Background: an optimization exercise with open tools, aiming at small area and a short achievable clock period. Do not read the settings as production practice.
At most, simulation tests tie the RTL to the original design; equivalence was not proved.
For runs 3 to 5, only the layout was checked, not whether the RTL still works.
No activity file was given, so power comes from the tool's default toggle rates.

$ cat flow/config.mk
export PLATFORM = sky130hd
export DESIGN_NAME = MIPS_cpu
export DESIGN_NICKNAME = MIPS_cpu
export VERILOG_FILES = /design/flow/design.v
export SDC_FILE = /design/flow/constraint.sdc
export NUM_CORES = 8
export LEC_CHECK = 0
export CAP_MARGIN = 30
export CORE_MARGIN = 2
export CORE_UTILIZATION = 45
export CTS_CLUSTER_DIAMETER = 100
export CTS_CLUSTER_SIZE = 20
export SETUP_SLACK_MARGIN = 5
export SLEW_MARGIN = 30
export SYNTH_HIERARCHICAL = 1
$ cat flow/constraint.sdc
create_clock -name core_clock -period 8.0 [get_ports {clock}]
set_input_delay 1.6000 -clock core_clock [delete_from_list [all_inputs] [get_ports {clock}]]
set_output_delay 1.6000 -clock core_clock [all_outputs]
set_load 0.01 [all_outputs]
$ cat flow/design.v
`timescale 1ns / 1ps
module MIPS_cpu(
    input clock,
    input reset,
    output [31:0] imem_addr,
    input [31:0] imem_rdata,
    output [31:0] dmem_addr,
    output [31:0] dmem_wdata,
    output dmem_we,
    input [31:0] dmem_rdata,
    output wb_en,
    output [4:0] wb_addr,
    output [31:0] wb_data
    );
    reg  [31:0] pc;           
    reg  [31:0] pc_d;         
    reg  [31:0] ir;           
    reg  [31:0] sel_a, sel_b;  
    reg         pc_a;          
    reg  [31:0] ones;         
    integer n, g;
    always @(*) begin
        ones = {pc[30:0], 1'b1};
        for (n = 1; n < 32; n = n * 2)
            ones = ones & ((ones << n) | ((32'd1 << n) - 32'd1));
    end
    wire [31:0] pc_inc = pc ^ ones;
    wire [31:0] pc_next;
    reg  [31:0] a_q, b_q;     
    reg  [7:0]  nz_q;         
    reg  [4:0]  k_q;          
    reg         x_rw, x_we, x_ld, x_add, x_slt, x_cg;
    reg  [3:0]  x_tt;         
    reg         x_shl, x_shr, x_slc, x_src;
    reg         x_bz, x_bnz, x_jmp, x_jmr;
    reg  [4:0]  x_wa;
    reg         carry_q;
    reg         cin_q;        
    reg         rf_clear;     
    reg         wb_en_q;
    reg  [4:0]  wb_addr_q;
    reg  [31:0] wb_data_q;
    assign imem_addr  = pc;
    assign dmem_addr  = a_q;
    assign dmem_wdata = b_q;
    assign dmem_we    = x_we;
    assign wb_en      = wb_en_q;
    assign wb_addr    = wb_addr_q;
    assign wb_data    = wb_data_q;
    function byp(input [4:0] r);
        byp = x_rw & (x_wa != 5'd0) & (x_wa == r);
    endfunction
    function [31:0] onehot(input [4:0] r, input b);
        integer k;
        begin
            for (k = 1; k < 32; k = k + 1)
                onehot[k-1] = (r == k) & ~b;
            onehot[31] = b;
        end
    endfunction
    wire [6:0] f_op = imem_rdata[31:25];
    wire f_bcond  = (f_op == 7'd32) | (f_op == 7'd96);                 
    wire f_use_pc = f_bcond | (f_op == 7'd7) | (f_op == 7'd127) | (f_op == 7'd68);
    always @(posedge clock) begin
        if (reset) begin
            pc <= 32'd0;
            ir[31:25] <= 7'd0;
        end else begin
            pc <= pc_next;
            ir[31:25] <= imem_rdata[31:25];
        end
        ir[24:0] <= imem_rdata[24:0];
        pc_a  <= f_use_pc;
        sel_a <= onehot(imem_rdata[19:15], byp(imem_rdata[19:15])) & {32{~f_use_pc}};
        sel_b <= onehot(f_bcond ? imem_rdata[19:15] : imem_rdata[14:10],
                        f_bcond ? byp(imem_rdata[19:15]) : byp(imem_rdata[14:10]));
        pc_d <= pc_inc;
    end
    wire [6:0]  op  = ir[31:25];
    wire [4:0]  fd  = ir[24:20];
    wire [14:0] imm = ir[14:0];
    wire o_st   = op == 7'd1;
    wire o_add  = op == 7'd2;
    wire o_sub  = op == 7'd5;
    wire o_jml  = op == 7'd7;
    wire o_and  = op == 7'd8;
    wire o_or   = op == 7'd10;
    wire o_xor  = op == 7'd12;
    wire o_bz   = op == 7'd32;
    wire o_ld   = op == 7'd33;
    wire o_adi  = op == 7'd34;
    wire o_adci = op == 7'd35;
    wire o_sbi  = op == 7'd37;
    wire o_ani  = op == 7'd40;
    wire o_ori  = op == 7'd42;
    wire o_xri  = op == 7'd44;
    wire o_not  = op == 7'd46;
    wire o_lsl  = op == 7'd48;
    wire o_lsr  = op == 7'd49;
    wire o_shlc = op == 7'd50;
    wire o_shrc = op == 7'd51;
    wire o_mov  = op == 7'd64;
    wire o_jmp  = op == 7'd68;
    wire o_siu  = op == 7'd69;
    wire o_bnz  = op == 7'd96;
    wire o_jmr  = op == 7'd97;
    wire o_aiu  = op == 7'd98;
    wire o_slt  = op == 7'd101;
    wire o_pcst = op == 7'd127;
    wire d_and = o_and | o_ani;
    wire d_or  = o_or  | o_ori;
    wire d_xor = o_xor | o_xri;
    wire d_pass = o_mov | o_jml;
    wire d_rw  = o_add | o_sub | o_jml | d_and | d_or | d_xor | o_ld | o_adi |
                 o_adci | o_sbi | o_not | o_lsl | o_lsr | o_shlc | o_shrc |
                 o_mov | o_siu | o_aiu | o_slt | o_pcst;
    wire imm_se  = o_jml | o_pcst | o_bz | o_bnz | o_jmp | o_adi | o_adci | o_sbi;
    wire use_imm = imm_se | o_ani | o_ori | o_xri | o_siu | o_aiu;
    wire inv_b   = o_sub | o_sbi | o_siu | o_slt;
    wire [31:0] immx = {{17{imm_se & imm[14]}}, imm};
    wire        use_rb  = ~use_imm;
    wire [31:0] ra_n, rb_n;
    MIPS_registerFile rf(clock, rf_clear, sel_a, pc_a, pc_d, sel_b, wb_en_q, wb_addr_q, wb_data_q, ra_n, rb_n);
    wire [31:0] ra_v = ~ra_n;
    wire [31:0] rb_v = ~rb_n;
    wire [4:0] sh = imm[4:0];
    wire [31:0] b_other = immx ^ {32{inv_b}};
    always @(posedge clock) begin
        a_q  <= ra_v;                  
        b_q  <= use_rb ? rb_v ^ {32{inv_b}} : b_other;
        for (g = 0; g < 8; g = g + 1)
            nz_q[g] <= ~&rb_n[4*g +: 4];
        k_q  <= o_lsl ? sh : o_lsr ? (5'd0 - sh) : o_shlc ? 5'd1 : 5'd31;
        x_wa <= fd;
        if (reset) begin
            {x_rw, x_we, x_ld, x_add, x_slt, x_cg} <= 6'd0;
            x_tt <= 4'd0;
            {x_shl, x_shr, x_slc, x_src} <= 4'd0;
            {x_bz, x_bnz, x_jmp, x_jmr} <= 4'd0;
        end else begin
            x_rw  <= d_rw;
            x_we  <= o_st;
            x_ld  <= o_ld;
            x_add <= o_add | o_sub | o_adi | o_adci | o_sbi | o_siu | o_aiu | o_pcst;
            x_slt <= o_slt;
            x_cg  <= o_add | o_adi | o_adci | o_aiu;
            x_tt  <= {d_and | d_or | d_pass, d_or | d_xor | d_pass, d_or | d_xor | o_not, o_not};
            x_shl <= o_lsl;
            x_shr <= o_lsr;
            x_slc <= o_shlc;
            x_src <= o_shrc;
            x_bz  <= o_bz;
            x_bnz <= o_bnz;
            x_jmp <= o_jmp | o_jml;
            x_jmr <= o_jmr;
        end
    end
    wire cin = cin_q;
    wire [33:0] s34 = {a_q[31], a_q, 1'b1} + {b_q[31], b_q, cin};
    wire [31:0] sum = s34[32:1];
    wire        le  = s34[33];    
    reg [31:0] lres;
    integer i;
    always @(*)
        for (i = 0; i < 32; i = i + 1)
            lres[i] = x_tt[{a_q[i], b_q[i]}];
    wire [31:0] r1  = k_q[0] ? {a_q[30:0], a_q[31]}    : a_q;
    wire [31:0] r2  = k_q[1] ? {r1[29:0],  r1[31:30]}  : r1;
    wire [31:0] r4  = k_q[2] ? {r2[27:0],  r2[31:28]}  : r2;
    wire [31:0] r8  = k_q[3] ? {r4[23:0],  r4[31:24]}  : r4;
    wire [31:0] rot = k_q[4] ? {r8[15:0],  r8[31:16]}  : r8;
    wire kz = k_q == 5'd0;
    reg [31:0] mask;
    always @(*)
        for (i = 0; i < 32; i = i + 1)
            mask[i] = x_shl ? (i >= k_q) : x_shr ? (kz | (i < k_q)) : (x_slc | x_src);
    wire [31:0] shm = rot & mask;
    wire [31:0] shres = {x_src ? carry_q : shm[31], shm[30:1], x_slc ? carry_q : shm[0]};
    wire x_sh = x_shl | x_shr | x_slc | x_src;
    wire [31:0] res_other = lres | ({32{x_sh}} & shres) | {31'd0, x_slt & le};
    wire cout = (x_cg & (a_q[31] | b_q[31]) & ~sum[31]) |
                (((x_shl | x_slc) & rot[0]) | ((x_shr | x_src) & rot[31])) & ~kz;
    wire [31:0] wbd = x_add ? sum : x_ld ? dmem_rdata : res_other;
    wire z = ~|nz_q;          
    wire taken = x_jmp | (x_bz & z) | (x_bnz & ~z);
    assign pc_next = taken ? sum : x_jmr ? a_q : pc_inc;
    always @(posedge clock) begin
        rf_clear  <= reset;
        carry_q   <= cout;
        cin_q     <= (o_sub | o_sbi | o_siu) | (o_adci & cout);
        wb_addr_q <= x_wa;
        wb_data_q <= wbd;
        if (reset)
            wb_en_q <= 1'b0;
        else
            wb_en_q <= x_rw;
    end
endmodule
`timescale 1ns / 1ps
module MIPS_registerFile(
    input clk,
    input reset,
    input [31:0] selA,
    input selA_ext,             
    input [31:0] extA,
    input [31:0] selB,
    input load_enable,
    input [4:0] dest_select,
    input [31:0] reg_data,
    output [31:0] operandA_n,
    output [31:0] operandB_n
    );
    wire [31:0] wdata = reg_data & {32{~reset}};
    wire [31:0] regs [1:31];
    genvar i, b;
    generate
        for (i = 1; i < 32; i = i + 1) begin : r
            reg [31:0] q;
            always @(posedge clk)
                if (reset | (load_enable & (dest_select == i)))
                    q <= wdata;
            assign regs[i] = q;
        end
    endgenerate
    generate
        for (b = 0; b < 32; b = b + 1) begin : rd
            wire [31:0] col;
            for (i = 1; i < 32; i = i + 1) begin : c
                assign col[i-1] = regs[i][b];
            end
            assign col[31] = reg_data[b];
            rf_read33 pa(col, selA, extA[b], selA_ext, operandA_n[b]);
            rf_read32 pb(col, selB, operandB_n[b]);
        end
    endgenerate
endmodule
module rf_read32(input [31:0] d, input [31:0] s, output yn);
    wire [10:0] n;
    genvar k;
    generate
        for (k = 0; k < 10; k = k + 1) begin : g
            rf_aoi222 a(d[3*k], s[3*k], d[3*k+1], s[3*k+1], d[3*k+2], s[3*k+2], n[k]);
        end
    endgenerate
    rf_aoi22 l(d[30], s[30], d[31], s[31], n[10]);
    wire o1, o2, o3;
    rf_nand4 x1(n[0], n[1], n[2], n[3], o1);
    rf_nand4 x2(n[4], n[5], n[6], n[7], o2);
    rf_nand3 x3(n[8], n[9], n[10], o3);
    rf_nor3  x4(o1, o2, o3, yn);
endmodule
module rf_read33(input [31:0] d, input [31:0] s, input e, input se, output yn);
    wire [10:0] n;
    genvar k;
    generate
        for (k = 0; k < 10; k = k + 1) begin : g
            rf_aoi222 a(d[3*k], s[3*k], d[3*k+1], s[3*k+1], d[3*k+2], s[3*k+2], n[k]);
        end
    endgenerate
    rf_aoi222 l(d[30], s[30], d[31], s[31], e, se, n[10]);
    wire o1, o2, o3;
    rf_nand4 x1(n[0], n[1], n[2], n[3], o1);
    rf_nand4 x2(n[4], n[5], n[6], n[7], o2);
    rf_nand3 x3(n[8], n[9], n[10], o3);
    rf_nor3  x4(o1, o2, o3, yn);
endmodule
module rf_aoi222(input a1, input a2, input b1, input b2, input c1, input c2, output y);
    assign y = ~((a1 & a2) | (b1 & b2) | (c1 & c2));
endmodule
module rf_aoi22(input a1, input a2, input b1, input b2, output y);
    assign y = ~((a1 & a2) | (b1 & b2));
endmodule
module rf_nand4(input a, input b, input c, input d, output y);
    assign y = ~(a & b & c & d);
endmodule
module rf_nand3(input a, input b, input c, output y);
    assign y = ~(a & b & c);
endmodule
module rf_nor3(input a, input b, input c, output y);
    assign y = ~(a | b | c);
endmodule
$ cat flow/flow/run.sh
#!/bin/bash
# Layout flow: the standard flow (standard.sh), run in two parts.
#  1. synthesis, unchanged;
#  2. floorplan to final layout, with
#     - the delay cells (dlygate*, clkdlybuf*, dlymetal*) added to the
#       platform's don't-use list, so that port buffers and repair buffers
#       are plain buffers that timing repair can resize;
set -euo pipefail
DU="$(cat flow/dont_use.txt)"
bash standard.sh synth > synth.log 2>&1
bash standard.sh "DONT_USE_CELLS=$DU" SETUP_SLACK_MARGIN=5.15 finish > layout.log 2>&1
$ cat flow/flow/dont_use.txt
sky130_fd_sc_hd__probe_p_8 sky130_fd_sc_hd__probec_p_8 sky130_fd_sc_hd__lpflow_bleeder_1 sky130_fd_sc_hd__lpflow_clkbufkapwr_1 sky130_fd_sc_hd__lpflow_clkbufkapwr_16 sky130_fd_sc_hd__lpflow_clkbufkapwr_2 sky130_fd_sc_hd__lpflow_clkbufkapwr_4 sky130_fd_sc_hd__lpflow_clkbufkapwr_8 sky130_fd_sc_hd__lpflow_clkinvkapwr_1 sky130_fd_sc_hd__lpflow_clkinvkapwr_16 sky130_fd_sc_hd__lpflow_clkinvkapwr_2 sky130_fd_sc_hd__lpflow_clkinvkapwr_4 sky130_fd_sc_hd__lpflow_clkinvkapwr_8 sky130_fd_sc_hd__lpflow_decapkapwr_12 sky130_fd_sc_hd__lpflow_decapkapwr_3 sky130_fd_sc_hd__lpflow_decapkapwr_4 sky130_fd_sc_hd__lpflow_decapkapwr_6 sky130_fd_sc_hd__lpflow_decapkapwr_8 sky130_fd_sc_hd__lpflow_inputiso0n_1 sky130_fd_sc_hd__lpflow_inputiso0p_1 sky130_fd_sc_hd__lpflow_inputiso1n_1 sky130_fd_sc_hd__lpflow_inputiso1p_1 sky130_fd_sc_hd__lpflow_inputisolatch_1 sky130_fd_sc_hd__lpflow_isobufsrc_1 sky130_fd_sc_hd__lpflow_isobufsrc_16 sky130_fd_sc_hd__lpflow_isobufsrc_2 sky130_fd_sc_hd__lpflow_isobufsrc_4 sky130_fd_sc_hd__lpflow_isobufsrc_8 sky130_fd_sc_hd__lpflow_isobufsrckapwr_16 sky130_fd_sc_hd__lpflow_lsbuf_lh_hl_isowell_tap_1 sky130_fd_sc_hd__lpflow_lsbuf_lh_hl_isowell_tap_2 sky130_fd_sc_hd__lpflow_lsbuf_lh_hl_isowell_tap_4 sky130_fd_sc_hd__lpflow_lsbuf_lh_isowell_4 sky130_fd_sc_hd__lpflow_lsbuf_lh_isowell_tap_1 sky130_fd_sc_hd__lpflow_lsbuf_lh_isowell_tap_2 sky130_fd_sc_hd__lpflow_lsbuf_lh_isowell_tap_4 sky130_fd_sc_hd__clkdlybuf4s15_1 sky130_fd_sc_hd__clkdlybuf4s15_2 sky130_fd_sc_hd__clkdlybuf4s18_1 sky130_fd_sc_hd__clkdlybuf4s18_2 sky130_fd_sc_hd__clkdlybuf4s25_1 sky130_fd_sc_hd__clkdlybuf4s25_2 sky130_fd_sc_hd__clkdlybuf4s50_1 sky130_fd_sc_hd__clkdlybuf4s50_2 sky130_fd_sc_hd__dlygate4sd1_1 sky130_fd_sc_hd__dlygate4sd2_1 sky130_fd_sc_hd__dlygate4sd3_1 sky130_fd_sc_hd__dlymetal6s2s_1 sky130_fd_sc_hd__dlymetal6s4s_1 sky130_fd_sc_hd__dlymetal6s6s_1
$ cat flow/standard.sh
#!/bin/bash
# synth_recipe.tcl (not shown) runs the flow's synth.tcl, then flattens the netlist and writes it again
# the make line also repeats each setting of config.mk as NAME=value (left out here)
make -C /OpenROAD-flow-scripts/flow DESIGN_CONFIG=/design/flow/config.mk WORK_HOME=/design/flow/orfs CLKGATE_MAP_FILE= SYNTH_SCRIPT=/design/flow/synth_recipe.tcl "${@:-finish}"
==> metrics.cfg, run 1 <==
[outcome]
status = complete, no violations

[pwr]
p_per_area_nw_per_um2 = 224
ir_worst_vdd_v = 0.000156
p_leak_nw = 21.9
power_mw = 14.1

[min_path]
hold-path-endpoint = x_wa[2]
hold_path_class = flop to flop
hold_start = ir[22]
hold_depth = 0

[detailed_routing]
drt_iter0_drc = 10200
detail-route-antenna-nets = 0
drc = 0
wire_per_inst_um = 37.4
totalWireLength_um = 220000
viasPerCell = 7.38
drt-pass1-iter-count = 14
vias = 43500

[setup_path]
path_buf_inv = 1
cpPeakStageDelay_ns = 0.50
worst-r2r-cell-count = 6
r2r_end = b_q[15]
required_ns = 6.40
start_kind = flop
critPathArrivalTime_ns = 1.33
setup.worst_path.end_class = output pin
crit_chain = buf_6
critPathMaxFanout = 2
critical_path_class = flop to output pin
r2r_start = sel_b[7]
rrSetupSlack_ns = 5.08
crit_family = flip-flops
cpMaxStageDelayCell = dfxtp_4

[die]
die_h_um = 353
die_x_um = 353
core_um2 = 121000
num_rows = 128
ios = 201
initial_core_util_pct = 45.3
dieArea_um2 = 125000

[clocking]
cts_made_buffers = 75
htreeDepth = 3
clkTransAtPathRegs_ns = 0.09
cts_max_path_buffers = 3
tritoncts = done
clockRootBuffer = clkbuf_16
hold_buffers = 0
cts_sinks = 1289
clk-insertion-delay-late_ns = 0.71

[placed_design]
dp_hpwl_um = 143000
gp_congestion = 0.959
port_buffers = 200
place_ws_ns = 4.08

[grt]
antenna_found_initial = 9
grt_pass1_vias = 40200
grt-ovfl-total = 0
grt_pass1_wl_um = 305000
grt_max_degree = 48
grt_usage_pct = 33.9

[job]
maxCapViolCount = 0

[sta]
fin_ws_ns = 5.07
max_freq_mhz = 341
layout_min_cycle_time_ns = 2.93
hold_viol = 0
rsz0062_at_grt = true
tightest_slew_ns = 1.10
relSlewSlack_pct = 26.5
setup_violations = 0
tns_ns = 0
post-route-period-util_pct = 36.7
fin_worst_skew_ns = 0.0340
slew_viol_final = 0

[finish]
layout_common_cells = edfxtp_1 (992), a222oi_1 (673), buf_2 (199)
area_growth_pct = 14.8
final_util_pct = 51.9
n_fill_cell = 10300
layout_commonest_cell = edfxtp_1
multi_input_area_um2 = 19400
seq_area_um2 = 36200
drive_above_1_share_pct = 21.7
final_nets = 4322

[synthesis]
netlist_instances = 3756
synthFlopType = edfxtp_1
syn_area_per_cell_um2 = 14.6
netlist_top_cells_area = edfxtp_1 (54%), a222oi_1 (12%), dfxtp_1 (11%)
ys_seq_area_share_pct = 65.0
yosys_warnings = 8
syn_nets = 3858
yosys_register_bits = 1289
synth_top_area_cell = edfxtp_1
synth_top_area_share_pct = 54.2
netlist_area_um2 = 54900
async_flop_share_pct = 0
synth_edf_count = 992
ys_types = 86

worst max-delay path by stage:
| stage | end | depth (start not counted) | slack (ns) | startpoint |
|---|---|---|---|---|
| finish | wb_data[15] | 1 | 5.07 | wb_data_q[15] |
| CTS | dmem_addr[18] | 1 | 4.94 | a_q[18] |
| floorplan | rf.r[24].q[0] | 3 | 4.44 | wb_addr_q[3] |
| detailed placement | sel_b[10] | 7 | 4.08 | imem_rdata[26] |
| global route | wb_data[15] | 1 | 5.07 | wb_data_q[15] |
| global placement | wb_data_q[14] | 8 | 4.13 | k_q[0] |
power by group:
group	switching, mW	leakage (nW)	internal (mW)
sequential	0.370	12.8	7.67
combinational	1.37	8.15	0.704
clock	2.22	1.03	1.81
sequential cells by signal, indices dropped and copies added (netlist names), 8 cells and up:
name / flops
rf.r.q: 992
a_q: 32
b_q: 32
pc: 32
pc_d: 32
sel_a: 32
sel_b: 32
wb_data_q: 32
ir: 27
nz_q: 8
modules after synthesis, one instance, submodules excluded, excerpt:
module | cells inside | times used | cell area (µm²) | flops+latches
rf_nand3 | 1 | 64 | 5.00 | 0
rf_aoi22 | 1 | 32 | 12.5 | 0
MIPS_cpu | 1710 | 1 | 15600 | 297
rf_nor3 | 1 | 64 | 10.0 | 0
rf_nand4 | 1 | 128 | 6.26 | 0
rf_aoi222 | 1 | 672 | 10.0 | 0
MIPS_registerFile | 1086 | 1 | 30400 | 992
cells by family after synthesis:
family,synth area share (%)
xor gates and xnor gates,1.53
adders and majority gates,0.834
DFF,65.0
muxes,4.43
and+or+nand+nor,8.60
AOI/OAI and AO/OA,18.1
buffers and inverters,1.50
synth_stat cells (all sizes together) (5+ instances only):
master,number
nand4,149
or3,13
o21ai,133
nor2b,55
edfxtp,992
clkbuf,78
buf,44
nor2,185
mux4,78
nor3b,7
nand3,110
o21a,10
or2,15
nor3,86
a2111oi,8
a21o,41
o21bai,5
clkinv,5
dfxtp,297
nand2,147
or4,5
a31o,12
and2,10
o211ai,25
nor4,12
mux2i,54
o2bb2ai,6
a21oi,86
a31oi,17
mux2,12
a211oi,29
inv,70
xnor2,55
a222oi,673
ha,35
o2111ai,5
nand4b,6
o31ai,6
a22oi,33
o22ai,16
and3,17
nand2b,30
xor2,41
final cells by class:
| type | instances | share of cell area (%) |
|---|---|---|
| inverters | 75 | 0.460 |
| flip-flops and latches | 1289 | 57.5 |
| repair buffers | 506 | 4.65 |
| clock inverters | 8 | 0.149 |
| clock buffers | 106 | 3.26 |
| diodes | 5 | 0.0198 |
| multi-input cells | 2273 | 30.8 |
| well taps | 1625 | 3.23 |
metal layers:
metal,routed length [µm],share of wire [%],track usage (%)
met3,31700,14,9.43
met2,97700,44,52.1
met4,12000,5.5,15.5
met5,49,0.022,0
met1,78600,36,44.7
timing repair:
action / CTS / global route
gates resized for setup: 494 / 86
cloned: 3 / 0
buffers inserted: 124 / 35
endpoints found under the setup margin: 527 / 137
pin swaps: 18 / 30
through the flow:
step / instance area (µm²) / hold WS, ns / cells
finish: 63000 / 0.331 / 5887
global route: 63000 / 0.342 / 5882
CTS: 62400 / 0.331 / 5844
detailed placement: 58400 / 0.312 / 5603
global placement: 58200 / 0.311 / 5598
floorplan: 55000 / 0.310 / 3756
==> run 2: changes to the inputs <==
--- a/flow/flow/run.sh
+++ b/flow/flow/run.sh
@@ -9,3 +9,3 @@
 DU="$(cat flow/dont_use.txt)"
 bash standard.sh synth > synth.log 2>&1
-bash standard.sh "DONT_USE_CELLS=$DU" SETUP_SLACK_MARGIN=5.15 finish > layout.log 2>&1
+bash standard.sh "DONT_USE_CELLS=$DU" SETUP_SLACK_MARGIN=5.3 finish > layout.log 2>&1
==> run 2 against run 1 <==
  * Utilization increased by 1.5 points
  * Via count increased by 0.95%
  * Critical endpoint is now wb_data_q[24]
  * Still clean on timing, DRC and antenna
  * First-iteration DRC count shrank 5.5%
  * Die area unchanged
  * Routed wire length up 0.48%
  * Maximum frequency shrank 2.6%
  * Final cell count increased by 2.1%
  * Largest cell class unchanged
  * Sequential power is essentially flat
==> metrics.cfg, run 2 <==
[finish]
drive_above_1_share_pct = 24.6
final_nets = 4447
largest_register_ffs = 992
regMostFlops = rf.r.q
layout_commonest_cell = edfxtp_1
n_fill_cell = 10000
area_growth_pct = 18.1
final_util_pct = 53.4
layout_common_cells = edfxtp_1 (992), a222oi_1 (673), buf_1 (219)
fin_area_um2 = 64900

[die]
num_rows = 128
core_um2 = 121000
initial_core_util_pct = 45.3
die_h_um = 353
dieArea_um2 = 125000
ios = 201
die_x_um = 353

[synthesis]
synth_top_area_share_pct = 54.2
netlist_area_um2 = 54900
syn_area_per_cell_um2 = 14.6
synthFlopType = edfxtp_1
yosys-top-cells-count = edfxtp_1 (992), a222oi_1 (673), dfxtp_1 (297), nor2_1 (184), nand4_1 (149)
syn_nets = 3858
synth_top_area_cell = edfxtp_1
ys_types = 86
yosys_warnings = 8
netlist_instances = 3756
synth_most_common_cell = edfxtp_1
ys_seq_area_share_pct = 65.0
async_flop_share_pct = 0
yosys_register_bits = 1289
netlist_top_cells_area = edfxtp_1 (54%), a222oi_1 (12%), dfxtp_1 (11%)
synth_edf_count = 992

[detailed_routing]
drt-pass1-iter-count = 15
drt_iter0_drc = 9640
totalWireLength_um = 221000
detail-route-antenna-nets = 0
viasPerCell = 7.30
vias = 43900
drc = 0
wire_per_inst_um = 36.8

[pwr]
power_mw = 14.4
p_per_area_nw_per_um2 = 222
pwr-share-comb_pct = 16.2
seqPwrFrac_pct = 55.7
p_int_mw = 10.3
switching_share_pct = 28.1
clkPwrFrac_pct = 28.1
p_switching_mw = 4.03
ir_worst_vdd_v = 0.000149
p_leak_nw = 22.6

[clocking]
cts_max_path_buffers = 3
cts_made_buffers = 75
clk-insertion-delay-late_ns = 0.70
clkTransAtPathRegs_ns = 0.09
cts_sinks = 1289
htreeDepth = 3
clockRootBuffer = clkbuf_16
tritoncts = done

[placed_design]
port_buffers = 200
dpl_cell_area_um2 = 58500
dp_hpwl_um = 139000
gp_congestion = 0.998

[setup_path]
critPathMaxFanout = 4
path_buf_inv = 5
start_kind = flop
cpMaxStageDelayCell = dfxtp_4
required_ns = 8.53
critPathArrivalTime_ns = 3.54
crit_chain = buf_6, buf_1, buf_6, ha_4, a21o_1, nand4_1, a211o_1, a211oi_4, buf_2, a21o_4, buf_1, a31oi_2, xnor2_2, a21oi_1
cpPeakStageDelay_ns = 0.37
crit_family = compound AO/OA/AOI/OAI gates
critical_path_class = flop to flop
setup.worst_path.end_class = flop

[outcome]
status = complete, no violations

[sta]
tns_ns = 0
setup_violations = 0
hold_viol = 0
fin_worst_skew_ns = 0.0469
layout_min_cycle_time_ns = 3.01
post-route-period-util_pct = 37.6
max_freq_mhz = 332
relSlewSlack_pct = 24.3
rsz0062_at_grt = true
slew_viol_final = 0
tightest_slew_ns = 1.13

[grt]
grt_pass1_vias = 40700
antenna_found_initial = 12
grt_pass1_wl_um = 305000
grt_max_degree = 54
grt_usage_pct = 33.9
grt-ovfl-total = 0

[job]
maxCapViolCount = 0

[min_path]
hold_path_class = flop to flop

-- run 2: Yosys stat by module, one instance, submodules excluded, excerpt --
module,area [µm²],flops+latches
MIPS_cpu,15600,297
rf_aoi222,10.0,0
rf_nor3,10.0,0
MIPS_registerFile,30400,992
rf_nand3,5.00,0
rf_aoi22,12.5,0
rf_nand4,6.26,0
-- run 2: worst reg2reg max path, cell delays in order, from the launching register on --
cell	delay [ns]
dfxtp_4	0.37
buf_6	0.13
buf_1	0.10
buf_6	0.12
ha_4	0.24
a21o_1	0.15
nand4_1	0.15
a211o_1	0.34
a211oi_4	0.37
buf_2	0.19
a21o_4	0.17
buf_1	0.12
a31oi_2	0.12
xnor2_2	0.20
a21oi_1	0.11
-- run 2: repair_timing --
action | CTS | global route
gates cloned | 2 | 2
hold endpoints to repair | 0 | 0
buffers inserted | 223 | 59
hold buffers | 0 | 0
endpoints found under the setup margin | 591 | 388
pin swaps | 40 | 64
resized for setup | 733 | 171
-- run 2: layout make-up --
cell class / instances / area (µm²) / area share (%)
Multi-Input combinational cell: 2273 / 19800 / 30.5
Tap cell: 1625 / 2030 / 3.13
Sequential cell: 1289 / 36300 / 55.9
Timing Repair Buffer: 631 / 4320 / 6.66
Clock inverter: 8 / 103 / 0.158
Antenna cell: 1 / 2.50 / 0.00386
Inverter: 75 / 287 / 0.442
Clock buffer: 107 / 2060 / 3.18
-- run 2: metrics by stage --
stage	setup WS [ns]	hold WS [ns]	std cells
floorplan	4.44	0.310	3756
global placement	4.01	0.311	5601
detailed placement	3.98	0.313	5607
CTS	5.09	0.333	5947
global route	4.93	0.337	6008
finish	4.99	0.333	6009
-- run 2: cells by family after synthesis --
family	synth area share, %
mux	4.43
flops	65.0
xor+xnor	1.53
compound gates	18.1
buf+inv	1.50
simple gates	8.60
fa+ha+maj	0.834
-- run 2: final timing paths --
check,from,end,slack (ns),cells past startpoint
worst max register to register,a_q[0],wb_data_q[24],4.99,14
worst max-delay path,a_q[0],wb_data_q[24],4.99,14
worst min register to register,ir[21],x_wa[1],0.33,0
worst min-delay path,ir[21],x_wa[1],0.33,0
-- run 2: metal layers --
layer	GRT usage [%]	part of all wire, %	up-vias
met5	0	0.046	-
met4	13.7	4.8	16
met3	10.8	15	539
met2	52.5	45	3751
met1	44.1	35	21800
li1	-	-	17700
-- run 2: power groups by stage --
| stage | Combinational [mW] | Sequential, mW | Clock, mW |
|---|---|---|---|
| floorplan | 0.919 | 8.08 | 0 |
| global placement | 1.59 | 8.22 | 0 |
| detailed placement | 1.61 | 8.23 | 0 |
| CTS | 2.10 | 7.99 | 4.05 |
| global route | 2.40 | 8.04 | 4.28 |
| finish | 2.33 | 8.01 | 4.04 |
==> run 3: changes to the inputs <==
--- a/flow/design.v
+++ b/flow/design.v
@@ -157,7 +157,9 @@
     end
     wire cin = cin_q;
-    wire [33:0] s34 = {a_q[31], a_q, 1'b1} + {b_q[31], b_q, cin};
-    wire [31:0] sum = s34[32:1];
-    wire        le  = s34[33];    
+    wire [32:0] s33 = {1'b0, a_q[30:0], 1'b1} + {1'b0, b_q[30:0], cin};
+    wire        c31 = s33[32];
+    wire        p31 = a_q[31] ^ b_q[31];
+    wire [31:0] sum = {p31 ^ c31, s33[31:1]};
+    wire        le  = p31 ^ ((a_q[31] & b_q[31]) | (p31 & c31));
     reg [31:0] lres;
     integer i;
@@ -179,5 +181,6 @@
     wire x_sh = x_shl | x_shr | x_slc | x_src;
     wire [31:0] res_other = lres | ({32{x_sh}} & shres) | {31'd0, x_slt & le};
-    wire cout = (x_cg & (a_q[31] | b_q[31]) & ~sum[31]) |
+    wire cadd = (a_q[31] & b_q[31] & ~c31) | (p31 & c31);
+    wire cout = (x_cg & cadd) |
                 (((x_shl | x_slc) & rot[0]) | ((x_shr | x_src) & rot[31])) & ~kz;
     wire [31:0] wbd = x_add ? sum : x_ld ? dmem_rdata : res_other;
--- a/flow/flow/run.sh
+++ b/flow/flow/run.sh
@@ -9,3 +9,3 @@
 DU="$(cat flow/dont_use.txt)"
 bash standard.sh synth > synth.log 2>&1
-bash standard.sh "DONT_USE_CELLS=$DU" SETUP_SLACK_MARGIN=5.3 finish > layout.log 2>&1
+bash standard.sh "DONT_USE_CELLS=$DU" SETUP_SLACK_MARGIN=5.15 finish > layout.log 2>&1
==> run 3 against run 2 <==
  * Clock skew down 0.0026 ns
  * Setup slack got worse by 0.33 ns
  * Critical endpoint is now wb_data_q[0]
  * Still clean
  * Utilization fell by 0.61 points
  * Largest cell class unchanged
  * Synthesized cell count fell by 1.1%
  * Non-clock buffer count is 93 lower
  * Clock power increased by 4%
  * Combinational power shrank 6%
  * Maximum frequency down 9.9%
  * Cell area decreased by 2.2%
  * Critical path type unchanged
  * Largest power group unchanged
==> metrics.cfg, run 3 <==
[finish]
largest_register_ffs = 992
insertedDiodeCount = 0
layout_common_cells = edfxtp_1 (992), a222oi_1 (672), buf_1 (197)
regMostFlops = rf.r.q
drive_above_1_share_pct = 22.3
area_growth_pct = 16.4
layout_commonest_cell = edfxtp_1
final_nets = 4321

[die]
dieArea_um2 = 124000
ios = 201
die_h_um = 352
initial_core_util_pct = 45.4
num_rows = 127
core_um2 = 120000
die_x_um = 352

[synthesis]
synth_top_area_share_pct = 54.6
netlist_top_cells_area = edfxtp_1 (55%), a222oi_1 (12%), dfxtp_1 (11%)
ys_seq_area_share_pct = 65.5
yosys_warnings = 8
yosys_register_bits = 1289
syn_nets = 3815
synth_top_area_cell = edfxtp_1
async_flop_share_pct = 0
synthFlopType = edfxtp_1
synth_edf_count = 992
yosys-top-cells-count = edfxtp_1 (992), a222oi_1 (672), dfxtp_1 (297), nor2_1 (184), nand2_1 (153)
netlist_instances = 3713
netlist_area_um2 = 54500
synth_most_common_cell = edfxtp_1
syn_area_per_cell_um2 = 14.7
ys_types = 78

[setup_path]
start_kind = flop
critical_path_class = flop to flop
setup.worst_path.end_class = flop
required_ns = 8.54
critPathMaxFanout = 2
critPathArrivalTime_ns = 3.89

[placed_design]
dp_hpwl_um = 141000
place_ws_ns = 4.16
gp_congestion = 0.950
port_buffers = 200

[detailed_routing]
totalWireLength_um = 217000
vias = 42800
drt-pass1-iter-count = 13
detail-route-antenna-nets = 0
drt_iter0_drc = 9802
wire_per_inst_um = 36.9
drc = 0
viasPerCell = 7.27

[sta]
fin_ws_ns = 4.66
max_freq_mhz = 299
slew_viol_final = 0
relSlewSlack_pct = 25.9
hold_viol = 0
rsz0062_at_grt = true
tns_ns = 0
fin_worst_skew_ns = 0.0443
setup_violations = 0
tightest_slew_ns = 1.11
layout_min_cycle_time_ns = 3.34
post-route-period-util_pct = 41.8

[job]
maxCapViolCount = 0

[clocking]
cts_max_path_buffers = 3
htreeDepth = 3
cts_made_buffers = 76
cts_sinks = 1289
clockRootBuffer = clkbuf_16
tritoncts = done
hold_buffers = 0
clkTransAtPathRegs_ns = 0.09
clk-insertion-delay-late_ns = 0.72

[grt]
antenna_found_initial = 6
grt_max_degree = 56
grt_pass1_wl_um = 302000
grt_pass1_vias = 40000
grt_usage_pct = 33.6
grt-ovfl-total = 0

[pwr]
p_leak_nw = 22.0
ir_worst_vdd_v = 0.000164
p_per_area_nw_per_um2 = 228

[outcome]
status = complete, no violations

[min_path]
hold_path_class = flop to flop

## run 3: changes by cell type after synthesis, moves of 9 or more
cell / before / now
a21oi_1: 85 / 99
xnor2_1: 55 / 70
a311o_1: 3 / 13
a211oi_1: 29 / 18
xor2_1: 41 / 29
o22ai_1: 16 / 6
mux2_2: 11 / 20
## run 3: worst max-delay path, cell delays in order (launching register included)
cell and delay (ns):
dfxtp_4 0.36, inv_2 0.04, fa_2 0.39, nor2b_2 0.13, o21ai_2 0.07, a211o_1 0.34
a21oi_4 0.25, nor2_4 0.07, o31a_1 0.34, o21a_4 0.27, fa_2 0.34, a211o_1 0.29
a2111oi_4 0.24, a211oi_1 0.07
## run 3: cell families (layout without fill, tap and decap cells)
family                   after synthesis  after routing  share of synthesized area, %
multiplexers                         148            148                          4.41
adder cells (fa/ha/maj)               37             37                         0.872
flip-flops                          1289           1289                          65.5
buffers and inverters                179            728                          1.34
AND/OR/NAND/NOR                      851            852                          8.53
AO/OA/AOI/OAI                       1110           1112                          17.7
XOR/XNOR                              99             99                          1.59
## run 3: area by class of cell
cell class | count | area (µm²)
clock buffer | 115 | 2130
timing repair buffer | 538 | 3300
tap | 1612 | 2020
inverter | 66 | 251
multi-input combinational | 2248 | 19400
clock inverter | 9 | 180
sequential | 1289 | 36200
fill | 10100 | 56700
## run 3: where the power goes
part / internal, mW / switching, mW
Sequential: 7.67 / 0.382
Combinational: 0.806 / 1.38
Clock: 1.92 / 2.30
Total: 10.4 / 4.06
## run 3: worst paths after layout
check             startpoint      endpoint  slack (ns)  cells after the start
hold / removal        ir[21]       x_wa[1]        0.33                      0
setup / recovery      a_q[0]  wb_data_q[0]        4.66                     13
hold reg to reg       ir[21]       x_wa[1]        0.33                      0
setup reg to reg      a_q[0]  wb_data_q[0]        4.66                     13
## run 3: routing by layer
| layer | part of all wire, % | wire length (µm) | up-vias | GRT usage (%) |
|---|---|---|---|---|
| met5 | 0.023 | 49 | - | 0 |
| met1 | 37 | 79200 | 21400 | 45.0 |
| li1 | - | - | 17400 | - |
| met3 | 14 | 30200 | 482 | 9.02 |
| met2 | 45 | 97500 | 3448 | 52.3 |
| met4 | 4.5 | 9670 | 8 | 12.9 |
## run 3: modules after synthesis (local to each module, per instance), a selection
| module | flip-flops and latches | cells |
|---|---|---|
| MIPS_registerFile | 992 | 1086 |
| MIPS_cpu | 297 | 1667 |
| rf_nor3 | 0 | 1 |
| rf_nand4 | 0 | 1 |
| rf_aoi222 | 0 | 1 |
| rf_nand3 | 0 | 1 |
| rf_aoi22 | 0 | 1 |
## run 3: repair_timing
item                                    CTS  global route
gates cloned                              3             0
pin swaps                                34            37
endpoints found under the setup margin  629           266
hold endpoints to repair                  0             0
buffers inserted                        145            47
gates resized for setup                 580           142
## run 3: per-stage QoR
step | total power [mW] | hold WS [ns] | cell area, µm² | std cells | utilization, %
finish | 14.5 | 0.331 | 63500 | 5877 | 52.8
global placement | 9.84 | 0.310 | 57800 | 5547 | 48.1
floorplan | 9.00 | 0.310 | 54600 | 3713 | -
CTS | 14.3 | 0.332 | 62700 | 5829 | 52.2
global route | 14.8 | 0.338 | 63500 | 5877 | 52.8
detailed placement | 9.87 | 0.312 | 58100 | 5557 | 48.4
==> run 4: changes to the inputs <==
--- a/flow/design.v
+++ b/flow/design.v
@@ -33,5 +33,5 @@
     reg  [3:0]  x_tt;         
     reg         x_shl, x_shr, x_slc, x_src;
-    reg         x_bz, x_bnz, x_jmp, x_jmr;
+    reg         x_bz, x_bnz, x_jmp;
     reg  [4:0]  x_wa;
     reg         carry_q;
@@ -116,5 +116,5 @@
                  o_mov | o_siu | o_aiu | o_slt | o_pcst;
     wire imm_se  = o_jml | o_pcst | o_bz | o_bnz | o_jmp | o_adi | o_adci | o_sbi;
-    wire use_imm = imm_se | o_ani | o_ori | o_xri | o_siu | o_aiu;
+    wire use_imm = imm_se | o_ani | o_ori | o_xri | o_siu | o_aiu | o_jmr;
     wire inv_b   = o_sub | o_sbi | o_siu | o_slt;
     wire [31:0] immx = {{17{imm_se & imm[14]}}, imm};
@@ -125,5 +125,5 @@
     wire [31:0] rb_v = ~rb_n;
     wire [4:0] sh = imm[4:0];
-    wire [31:0] b_other = immx ^ {32{inv_b}};
+    wire [31:0] b_other = (immx & {32{~o_jmr}}) ^ {32{inv_b}};
     always @(posedge clock) begin
         a_q  <= ra_v;                  
@@ -137,5 +137,5 @@
             x_tt <= 4'd0;
             {x_shl, x_shr, x_slc, x_src} <= 4'd0;
-            {x_bz, x_bnz, x_jmp, x_jmr} <= 4'd0;
+            {x_bz, x_bnz, x_jmp} <= 3'd0;
         end else begin
             x_rw  <= d_rw;
@@ -152,14 +152,11 @@
             x_bz  <= o_bz;
             x_bnz <= o_bnz;
-            x_jmp <= o_jmp | o_jml;
-            x_jmr <= o_jmr;
+            x_jmp <= o_jmp | o_jml | o_jmr;
         end
     end
     wire cin = cin_q;
-    wire [32:0] s33 = {1'b0, a_q[30:0], 1'b1} + {1'b0, b_q[30:0], cin};
-    wire        c31 = s33[32];
-    wire        p31 = a_q[31] ^ b_q[31];
-    wire [31:0] sum = {p31 ^ c31, s33[31:1]};
-    wire        le  = p31 ^ ((a_q[31] & b_q[31]) | (p31 & c31));
+    wire [33:0] s34 = {a_q[31], a_q, 1'b1} + {b_q[31], b_q, cin};
+    wire [31:0] sum = s34[32:1];
+    wire        le  = s34[33];    
     reg [31:0] lres;
     integer i;
@@ -181,11 +178,10 @@
     wire x_sh = x_shl | x_shr | x_slc | x_src;
     wire [31:0] res_other = lres | ({32{x_sh}} & shres) | {31'd0, x_slt & le};
-    wire cadd = (a_q[31] & b_q[31] & ~c31) | (p31 & c31);
-    wire cout = (x_cg & cadd) |
+    wire cout = (x_cg & (a_q[31] | b_q[31]) & ~sum[31]) |
                 (((x_shl | x_slc) & rot[0]) | ((x_shr | x_src) & rot[31])) & ~kz;
     wire [31:0] wbd = x_add ? sum : x_ld ? dmem_rdata : res_other;
     wire z = ~|nz_q;          
     wire taken = x_jmp | (x_bz & z) | (x_bnz & ~z);
-    assign pc_next = taken ? sum : x_jmr ? a_q : pc_inc;
+    assign pc_next = taken ? sum : pc_inc;
     always @(posedge clock) begin
         rf_clear  <= reset;
==> run 4 against run 3 <==
  * Die area grew 0.20%
  * Synthesized cell count is 1.4% higher
  * First-iteration DRC count is 3.1% higher
  * Maximum frequency is 13% higher
  * Clock power fell by 2%
  * Worst hold slack worse by 0.0022 ns
  * Setup slack improved by 0.37 ns
  * Final cell count increased by 1.0%
  * Global-route usage up 0.99 points
  * Largest cell class unchanged
==> metrics.cfg, run 4 <==
[detailed_routing]
drt_iter0_drc = 10100
detail-route-antenna-nets = 0
dr_wl_met3_um = 33000
drc = 0
viasPerCell = 7.34
totalWireLength_um = 223000
wl_met2_um = 98500
wire_per_inst_um = 37.6
drt-pass1-iter-count = 12
vias = 43600
drt-met1-wl_um = 80600
top_layer_used = met5

[sta]
tightest_slew_ns = 1.12
rsz0062_at_grt = true
slew_viol_final = 0
layout_min_cycle_time_ns = 2.97
hold_viol = 0
fin_worst_skew_ns = 0.0400
post-route-period-util_pct = 37.1
relSlewSlack_pct = 25.6
max_freq_mhz = 337
tns_ns = 0
setup_violations = 0

[outcome]
status = complete, no violations

[die]
die_x_um = 353
core_um2 = 120000
dieArea_um2 = 124000
die_h_um = 353
ios = 201
num_rows = 127
initial_core_util_pct = 45.5

[finish]
drive_above_1_share_pct = 21.8
largest_register_ffs = 992
layout_common_cells = edfxtp_1 (992), a222oi_1 (672), buf_1 (218)
final_nets = 4377
stdcell_count = 5936
fin_area_um2 = 63000
area_growth_pct = 15.4
layout_commonest_cell = edfxtp_1
regMostFlops = rf.r.q

[setup_path]
start_kind = flop
setup.worst_path.end_class = flop
critical_path_class = flop to flop
critPathArrivalTime_ns = 3.53
critPathMaxFanout = 20
crit_chain = buf_2, a222oi_1, nand4_1, nor3_2, mux2i_1, xnor2_1
cpMaxStageDelayCell = nor3_2
path_buf_inv = 1
cpPeakStageDelay_ns = 0.62
crit_family = simple AND/OR/NAND/NOR gates
required_ns = 8.56

[synthesis]
synth_top_area_cell = edfxtp_1
synthFlopType = edfxtp_1
async_flop_share_pct = 0
yosys_warnings = 8
netlist_area_um2 = 54700
netlist_top_cells_area = edfxtp_1 (55%), a222oi_1 (12%), dfxtp_1 (11%)
ys_types = 82
syn_nets = 3866
synth_edf_count = 992
yosys_register_bits = 1288
ys_seq_area_share_pct = 65.3
syn_area_per_cell_um2 = 14.5
synth_most_common_cell = edfxtp_1
yosys-top-cells-count = edfxtp_1 (992), a222oi_1 (672), dfxtp_1 (296), nor2_1 (215), nand2_1 (186)
netlist_instances = 3764
synth_top_area_share_pct = 54.5

[clocking]
cts_sinks = 1288
htreeDepth = 3
clockRootBuffer = clkbuf_16
clk-insertion-delay-late_ns = 0.70
hold_buffers = 0
tritoncts = done
cts_max_path_buffers = 3
clkTransAtPathRegs_ns = 0.09
cts_made_buffers = 76

[grt]
grt_pass1_vias = 40500
antenna_found_initial = 11
grt_pass1_wl_um = 309000
grt_usage_pct = 34.6
grt-ovfl-total = 0
grt_max_degree = 59

[job]
maxCapViolCount = 0

[placed_design]
dp_hpwl_um = 146000
dpl_cell_area_um2 = 58200
gp_congestion = 0.964
port_buffers = 200
placedCellCount = 5601

[pwr]
ir_worst_vdd_v = 0.000162
p_leak_nw = 22.2
p_per_area_nw_per_um2 = 230

[min_path]
hold_path_class = flop to flop

run 4: final cells by class:
| cell class | instances | area [µm²] |
|---|---|---|
| diodes | 3 | 7.51 |
| clock buffers | 115 | 2130 |
| clock inverters | 9 | 113 |
| fillers | 10200 | 57100 |
| inverters | 67 | 260 |
| multi-input cells | 2279 | 19100 |
| flip-flops and latches | 1288 | 36200 |
| well taps | 1612 | 2020 |
| repair buffers | 563 | 3190 |
run 4: logic make-up after synthesis:
| family | count (synthesis) | share of synthesized area [%] |
|---|---|---|
| flip-flops | 1288 | 65.3 |
| AO/OA/AOI/OAI | 1103 | 17.6 |
| AND/OR/NAND/NOR | 900 | 8.78 |
| buffers and inverters | 198 | 1.51 |
| multiplexers | 139 | 4.34 |
| XOR/XNOR | 100 | 1.60 |
| adder cells (fa/ha/maj) | 36 | 0.838 |
run 4: report_power, final:
part	total, mW	internal, mW	switching [mW]	leakage, nW
sequential	8.15	7.74	0.409	12.7
clock	4.14	1.87	2.27	1.08
combinational	2.21	0.760	1.45	8.36
run 4: stage by stage:
step | hold slack, ns | worst slack (ns) | total power, mW | util [%]
after global routing | 0.342 | 5.04 | 14.9 | 52.5
after floorplan | 0.310 | 4.44 | 9.16 | -
final | 0.328 | 5.03 | 14.5 | 52.5
after global placement | 0.311 | 3.72 | 10.0 | 48.2
after detailed placement | 0.312 | 3.69 | 10.1 | 48.5
after CTS | 0.329 | 5.10 | 14.3 | 51.8
run 4: routing by layer:
metal / global-route usage, % / up-vias
met4: 14.4 / 14
li1: - / 17500
met3: 10.8 / 564
met1: 45.8 / 21900
met2: 52.7 / 3604
met5: 0 / -
run 4: worst paths after layout:
path	start	to	slack (ns)	cells past startpoint
worst min register to register	ir[23]	x_wa[3]	0.33	0
worst max-delay path	sel_b[13]	b_q[9]	5.03	6
worst max register to register	sel_b[13]	b_q[9]	5.03	6
worst min-delay path	ir[23]	x_wa[3]	0.33	0
run 4: what timing repair did:
action	4_1_cts	5_1_grt
setup endpoints to repair	523	301
buffers inserted	142	64
resized for setup	464	143
cloned	1	1
pin swaps	13	19
run 4: per-module statistics from Yosys (local to each module, per instance), excerpt:
module             flops+latches  times used
rf_aoi22                       0          32
rf_aoi222                      0         672
rf_nor3                        0          64
rf_nand4                       0         128
MIPS_cpu                     296           1
MIPS_registerFile            992           1
rf_nand3                       0          64
==> run 5: changes to the inputs <==
--- a/flow/design.v
+++ b/flow/design.v
@@ -16,8 +16,8 @@
     reg  [31:0] pc_d;         
     reg  [31:0] ir;           
+    reg         imm_b;         
     reg  [31:0] sel_a, sel_b;  
-    reg         pc_a;          
     reg  [31:0] ones;         
-    integer n, g;
+    integer n;
     always @(*) begin
         ones = {pc[30:0], 1'b1};
@@ -28,14 +28,13 @@
     wire [31:0] pc_next;
     reg  [31:0] a_q, b_q;     
-    reg  [7:0]  nz_q;         
+    reg         z_q;          
     reg  [4:0]  k_q;          
     reg         x_rw, x_we, x_ld, x_add, x_slt, x_cg;
     reg  [3:0]  x_tt;         
     reg         x_shl, x_shr, x_slc, x_src;
-    reg         x_bz, x_bnz, x_jmp;
+    reg         x_bz, x_bnz, x_jmp, x_jmr;
     reg  [4:0]  x_wa;
     reg         carry_q;
     reg         cin_q;        
-    reg         rf_clear;     
     reg         wb_en_q;
     reg  [4:0]  wb_addr_q;
@@ -48,18 +47,20 @@
     assign wb_addr    = wb_addr_q;
     assign wb_data    = wb_data_q;
-    function byp(input [4:0] r);
-        byp = x_rw & (x_wa != 5'd0) & (x_wa == r);
-    endfunction
-    function [31:0] onehot(input [4:0] r, input b);
+    function [31:0] onehot(input [4:0] r);
+        reg byp;
         integer k;
         begin
+            byp = x_rw & (x_wa != 5'd0) & (x_wa == r);
             for (k = 1; k < 32; k = k + 1)
-                onehot[k-1] = (r == k) & ~b;
-            onehot[31] = b;
+                onehot[k-1] = (r == k) & ~byp;
+            onehot[31] = byp;
         end
     endfunction
-    wire [6:0] f_op = imem_rdata[31:25];
-    wire f_bcond  = (f_op == 7'd32) | (f_op == 7'd96);                 
-    wire f_use_pc = f_bcond | (f_op == 7'd7) | (f_op == 7'd127) | (f_op == 7'd68);
+    function b_imm(input [6:0] o);
+        b_imm = o == 7'd7  || o == 7'd32 || o == 7'd34 || o == 7'd35 ||
+                o == 7'd37 || o == 7'd40 || o == 7'd42 || o == 7'd44 ||
+                o == 7'd68 || o == 7'd69 || o == 7'd96 || o == 7'd98 ||
+                o == 7'd127;
+    endfunction
     always @(posedge clock) begin
         if (reset) begin
@@ -71,8 +72,7 @@
         end
         ir[24:0] <= imem_rdata[24:0];
-        pc_a  <= f_use_pc;
-        sel_a <= onehot(imem_rdata[19:15], byp(imem_rdata[19:15])) & {32{~f_use_pc}};
-        sel_b <= onehot(f_bcond ? imem_rdata[19:15] : imem_rdata[14:10],
-                        f_bcond ? byp(imem_rdata[19:15]) : byp(imem_rdata[14:10]));
+        sel_a <= onehot(imem_rdata[19:15]);
+        imm_b <= b_imm(imem_rdata[31:25]);
+        sel_b <= onehot(imem_rdata[14:10]) & {32{~b_imm(imem_rdata[31:25])}};
         pc_d <= pc_inc;
     end
@@ -115,20 +115,18 @@
                  o_adci | o_sbi | o_not | o_lsl | o_lsr | o_shlc | o_shrc |
                  o_mov | o_siu | o_aiu | o_slt | o_pcst;
+    wire use_pc  = o_jml | o_pcst | o_bz | o_bnz | o_jmp;
     wire imm_se  = o_jml | o_pcst | o_bz | o_bnz | o_jmp | o_adi | o_adci | o_sbi;
-    wire use_imm = imm_se | o_ani | o_ori | o_xri | o_siu | o_aiu | o_jmr;
     wire inv_b   = o_sub | o_sbi | o_siu | o_slt;
     wire [31:0] immx = {{17{imm_se & imm[14]}}, imm};
-    wire        use_rb  = ~use_imm;
     wire [31:0] ra_n, rb_n;
-    MIPS_registerFile rf(clock, rf_clear, sel_a, pc_a, pc_d, sel_b, wb_en_q, wb_addr_q, wb_data_q, ra_n, rb_n);
+    wire        ra_zero;
+    MIPS_registerFile rf(clock, reset, sel_a, sel_b, imm_b, immx, wb_en_q, wb_addr_q, wb_data_q, ra_n, rb_n, ra_zero);
     wire [31:0] ra_v = ~ra_n;
     wire [31:0] rb_v = ~rb_n;
     wire [4:0] sh = imm[4:0];
-    wire [31:0] b_other = (immx & {32{~o_jmr}}) ^ {32{inv_b}};
     always @(posedge clock) begin
-        a_q  <= ra_v;                  
-        b_q  <= use_rb ? rb_v ^ {32{inv_b}} : b_other;
-        for (g = 0; g < 8; g = g + 1)
-            nz_q[g] <= ~&rb_n[4*g +: 4];
+        a_q  <= use_pc ? pc_d : ra_v;
+        b_q  <= rb_v ^ {32{inv_b}};    
+        z_q  <= ra_zero;
         k_q  <= o_lsl ? sh : o_lsr ? (5'd0 - sh) : o_shlc ? 5'd1 : 5'd31;
         x_wa <= fd;
@@ -137,5 +135,5 @@
             x_tt <= 4'd0;
             {x_shl, x_shr, x_slc, x_src} <= 4'd0;
-            {x_bz, x_bnz, x_jmp} <= 3'd0;
+            {x_bz, x_bnz, x_jmp, x_jmr} <= 4'd0;
         end else begin
             x_rw  <= d_rw;
@@ -152,5 +150,6 @@
             x_bz  <= o_bz;
             x_bnz <= o_bnz;
-            x_jmp <= o_jmp | o_jml | o_jmr;
+            x_jmp <= o_jmp | o_jml;
+            x_jmr <= o_jmr;
         end
     end
@@ -181,9 +180,7 @@
                 (((x_shl | x_slc) & rot[0]) | ((x_shr | x_src) & rot[31])) & ~kz;
     wire [31:0] wbd = x_add ? sum : x_ld ? dmem_rdata : res_other;
-    wire z = ~|nz_q;          
-    wire taken = x_jmp | (x_bz & z) | (x_bnz & ~z);
-    assign pc_next = taken ? sum : pc_inc;
+    wire taken = x_jmp | (x_bz & z_q) | (x_bnz & ~z_q);
+    assign pc_next = taken ? sum : x_jmr ? a_q : pc_inc;
     always @(posedge clock) begin
-        rf_clear  <= reset;
         carry_q   <= cout;
         cin_q     <= (o_sub | o_sbi | o_siu) | (o_adci & cout);
@@ -201,25 +198,38 @@
     input reset,
     input [31:0] selA,
-    input selA_ext,             
-    input [31:0] extA,
     input [31:0] selB,
+    input selB_ext,             
+    input [31:0] extB,
     input load_enable,
     input [4:0] dest_select,
     input [31:0] reg_data,
     output [31:0] operandA_n,
-    output [31:0] operandB_n
+    output [31:0] operandB_n,
+    output reg zeroA            
     );
     wire [31:0] wdata = reg_data & {32{~reset}};
+    wire        wzero = ~|wdata;
     wire [31:0] regs [1:31];
+    wire [31:1] zf;             
     genvar i, b;
     generate
         for (i = 1; i < 32; i = i + 1) begin : r
             reg [31:0] q;
+            reg z;
             always @(posedge clk)
-                if (reset | (load_enable & (dest_select == i)))
+                if (reset | (load_enable & (dest_select == i))) begin
                     q <= wdata;
+                    z <= wzero;
+                end
             assign regs[i] = q;
-        end
-    endgenerate
+            assign zf[i] = z;
+        end
+    endgenerate
+    integer j;
+    always @(*) begin
+        zeroA = ~|selA | (selA[31] & ~|reg_data);
+        for (j = 1; j < 32; j = j + 1)
+            zeroA = zeroA | (selA[j-1] & zf[j]);
+    end
     generate
         for (b = 0; b < 32; b = b + 1) begin : rd
@@ -229,6 +239,6 @@
             end
             assign col[31] = reg_data[b];
-            rf_read33 pa(col, selA, extA[b], selA_ext, operandA_n[b]);
-            rf_read32 pb(col, selB, operandB_n[b]);
+            rf_read32 pa(col, selA, operandA_n[b]);
+            rf_read33 pb(col, selB, extB[b], selB_ext, operandB_n[b]);
         end
     endgenerate
@@ -253,9 +263,12 @@
     genvar k;
     generate
-        for (k = 0; k < 10; k = k + 1) begin : g
-            rf_aoi222 a(d[3*k], s[3*k], d[3*k+1], s[3*k+1], d[3*k+2], s[3*k+2], n[k]);
-        end
-    endgenerate
-    rf_aoi222 l(d[30], s[30], d[31], s[31], e, se, n[10]);
+        for (k = 0; k < 11; k = k + 1) begin : g
+            if (k < 10) begin : a
+                rf_aoi222 a(d[3*k], s[3*k], d[3*k+1], s[3*k+1], d[3*k+2], s[3*k+2], n[k]);
+            end else begin : b
+                rf_aoi222 a(d[30], s[30], d[31], s[31], e, se, n[k]);
+            end
+        end
+    endgenerate
     wire o1, o2, o3;
     rf_nand4 x1(n[0], n[1], n[2], n[3], o1);
==> flow/flow/run.sh (replaced) <==
#!/bin/bash
# Layout flow: the standard flow (standard.sh), run in two parts.
#  1. synthesis, unchanged;
#  2. floorplan to final layout with the delay cells (dlygate*, clkdlybuf*,
#     dlymetal*) added to the platform's don't-use list, so that port
#     buffers and repair buffers are plain buffers that timing repair can
#     resize.
# Each part's full output goes to its own log file here.
set -euo pipefail
DU="$(cat flow/dont_use.txt)"
bash standard.sh synth > synth.log 2>&1
bash standard.sh "DONT_USE_CELLS=$DU" finish > layout.log 2>&1
==> run 5 against run 4 <==
  * Sequential power is 2% higher
  * Critical path type unchanged
  * Setup slack worse by 0.060 ns
  * Clock-buffer cell count is 9 higher
  * Via count is 1.2% lower
==> metrics.cfg, run 5 <==
[detailed_routing]
detail-route-antenna-nets = 0
viasPerCell = 7.46
drc = 0
wire_per_inst_um = 38.6
drt_iter0_drc = 10000
drt-pass1-iter-count = 15
vias = 43100
totalWireLength_um = 223000

[setup_path]
setup.worst_path.end_class = flop
critPathMaxFanout = 3
rrSetupSlack_ns = 4.97
r2r_end = wb_data_q[0]
cpPeakStageDelay_ns = 0.42
required_ns = 8.61
critical_path_class = flop to flop
crit_chain = buf_1, ha_1, a211o_1, a211oi_4, nor4_2, o2111ai_2, a311oi_2, nor3_2, o21ai_1, a221oi_2
cpMaxStageDelayCell = nor3_2
r2r_start = a_q[0]
start_kind = flop
worst-r2r-cell-count = 10
path_buf_inv = 1
crit_family = compound AO/OA/AOI/OAI gates
critPathArrivalTime_ns = 3.63

[grt]
grt_pass1_vias = 39500
grt-ovfl-total = 0
antenna_found_initial = 12
grt_usage_pct = 33.9
grt_max_degree = 58
grt_pass1_wl_um = 306000

[sta]
tns_ns = 0
tightest_slew_ns = 1.12
hold_viol = 0
post-route-period-util_pct = 37.8
fin_worst_skew_ns = 0.0385
relSlewSlack_pct = 25.1
rsz0062_at_grt = true
layout_min_cycle_time_ns = 3.03
max_freq_mhz = 330
slew_viol_final = 0
setup_violations = 0
fin_hold_ws_ns = 0.331
fin_ws_ns = 4.97

[finish]
drive_above_1_share_pct = 16.4
layout_commonest_cell = edfxtp_1
largest_register_ffs = 992
final_nets = 4179
area_growth_pct = 12.0
regMostFlops = rf.r.q
layout_common_cells = edfxtp_1 (1023), a222oi_1 (673), buf_1 (256)
n_fill_cell = 10600

[synthesis]
syn_area_per_cell_um2 = 14.9
synth_most_common_cell = edfxtp_1
netlist_top_cells_area = edfxtp_1 (55%), a222oi_1 (12%), dfxtp_1 (10%)
synth_top_family_by_area = compound AO/OA/AOI/OAI gates
synth_xor_area_share_pct = 1.57
synth_compound_area_share_pct = 17.4
synth_top_area_share_pct = 55.1
muxShareOfSynthArea_pct = 5.42
syn_nets = 3845
yosys.area_share.simple_pct = 8.22
netlist_area_um2 = 55800
yosys-top-cells-count = edfxtp_1 (1023), a222oi_1 (673), dfxtp_1 (289), nor2_1 (166), nand2_1 (151)
ys_types = 84
synth_adder_area_share_pct = 0.821
synthFlopType = edfxtp_1
yosys_register_bits = 1312
synth_edf_count = 1023
yosys_warnings = 8
synth_top_area_cell = edfxtp_1
async_flop_share_pct = 0
ys_seq_area_share_pct = 65.4
netlist_instances = 3743

[clocking]
tritoncts = done
cts_max_path_buffers = 3
cts_made_buffers = 78
clockRootBuffer = clkbuf_16
htreeDepth = 3
hold_buffers = 0
cts_sinks = 1312
clkTransAtPathRegs_ns = 0.09
clk-insertion-delay-late_ns = 0.71

[outcome]
status = complete, no violations

[die]
ios = 201
die_h_um = 356
dieArea_um2 = 127000
initial_core_util_pct = 45.3
core_um2 = 123000
die_x_um = 356
num_rows = 129

[placed_design]
place_ws_ns = 3.08
port_buffers = 200
dp_hpwl_um = 147000
gp_congestion = 0.958

[pwr]
p_leak_nw = 20.7
ir_worst_vdd_v = 0.000217
p_per_area_nw_per_um2 = 228
power_mw = 14.2

[job]
maxCapViolCount = 0

[min_path]
hold_depth = 0
hold_path_class = flop to flop
hold_start = ir[23]
hold-path-endpoint = x_wa[3]

## run 5: final cells by class
class | count | area, µm² | share of cell area [%]
antenna | 2 | 5.00 | 0.00800
timing repair buffer | 370 | 1710 | 2.74
clock inverter | 11 | 174 | 0.278
multi-input combinational | 2277 | 19400 | 31.1
timing repair inverter | 1 | 7.51 | 0.0120
clock buffer | 124 | 2150 | 3.43
inverter | 37 | 150 | 0.240
tap | 1637 | 2050 | 3.28
sequential | 1312 | 36900 | 58.9
## run 5: stage by stage
step           utilization, %  instances  area, µm²
2_1_floorplan               -       3743      55900
3_3_place_gp             48.0       5582      59200
3_5_place_dp             48.1       5584      59300
4_1_cts                  50.4       5742      62200
5_1_grt                  50.7       5769      62500
6_report                 50.7       5771      62500
## run 5: routing by layer
layer  global-route usage, %  vias up  wire length [µm]
met4                    13.0       14             10500
met2                    52.6     3357             99600
met5                       0        -                90
met3                    9.87      497             31700
li1                        -    17300                 -
met1                    45.1    21900             81000
## run 5: report_power, final
group          total, mW  leakage (nW)  switching [mW]  internal (mW)
logic               1.70          6.66            1.13          0.564
registers           8.32          13.0           0.504           7.82
clock network       4.23          1.11            2.34           1.89
## run 5: cell families (layout without fill, tap and decap cells)
family,Yosys count,count (layout)
multiplexers,202,202
adder cells (fa/ha/maj),36,36
buffers and inverters,154,543
XOR/XNOR,100,100
other,0,2
flip-flops,1312,1312
AO/OA/AOI/OAI,1099,1099
AND/OR/NAND/NOR,840,840
## run 5: how the worst max path moves through the flow
stage | startpoint | endpoint | slack, ns | depth (start not counted)
floorplan | wb_addr_q[2] | rf.r[21].q[0] | 4.14 | 4
global placement | reset | rf.r[28].q[30] | 3.17 | 5
detailed placement | reset | rf.r[10].q[25] | 3.08 | 4
CTS | a_q[0] | wb_data_q[26] | 4.97 | 10
global route | a_q[0] | wb_data_q[0] | 4.94 | 10
finish | a_q[0] | wb_data_q[0] | 4.97 | 10
## run 5: worst reg2reg max path, cell delays in order, from the launching register on
cell and delay (ns):
dfxtp_4 0.36, buf_1 0.11, ha_1 0.30, a211o_1 0.32, a211oi_4 0.38, nor4_2 0.14, o2111ai_2 0.31, a311oi_2 0.16
nor3_2 0.42, o21ai_1 0.18, a221oi_2 0.27
## run 5: repair_timing
action | CTS | global route
setup buffers | 22 | 24
resized for setup | 196 | 43
pin swaps | 12 | 8
endpoints found under the hold margin | 0 | 0
endpoints found under the setup margin | 1578 | 106
cloned | 1 | 0
## run 5: per-module statistics from Yosys, one instance, submodules excluded, a selection
module,times used,flip-flops and latches
MIPS_cpu,1,289
rf_nand3,64,0
rf_aoi22,32,0
rf_nor3,64,0
MIPS_registerFile,1,1023
rf_aoi222,672,0
rf_nand4,128,0

separate check: timing with driven ports:
No port has a modelled driver above. Below, the same layouts with a new extraction and two added sets of constraints. Step 1 sets driving cells, clkbuf_16 on the clock port and buf_2 on the other inputs (assumed; they add their load-dependent delay and slew). Step 2 also shifts input and output timing later by t, the mid clock arrival at the registers, as if the neighbouring blocks saw the same clock. Three values: ideal, step 1, step 2; two values: the first two.
| run | t, ns | setup WS [ns] | hold slack, ns | cell pins on the clock port's net |
|---|---|---|---|---|
| run 1 | 0.768 | 5.067 / 4.987 / 4.611 | 0.331 / 0.331 / 0.331 | 1 |
| run 2 | 0.754 | 4.989 / 4.932 / 4.556 | 0.333 / 0.333 / 0.333 | 1 |
| run 3 | 0.765 | 4.658 / 4.658 / 4.522 | 0.331 / 0.331 / 0.331 | 1 |
| run 4 | 0.761 | 5.032 / 5.002 / 4.531 | 0.328 / 0.328 / 0.328 | 1 |
| run 5 | 0.764 | 4.973 / 4.936 / 4.285 | 0.331 / 0.331 / 0.331 | 1 |
After both steps every run listed still meets setup and hold. The setup slack of run 5, which loses most, moves by -0.037 ns with the drivers and by -0.688 ns with both steps.
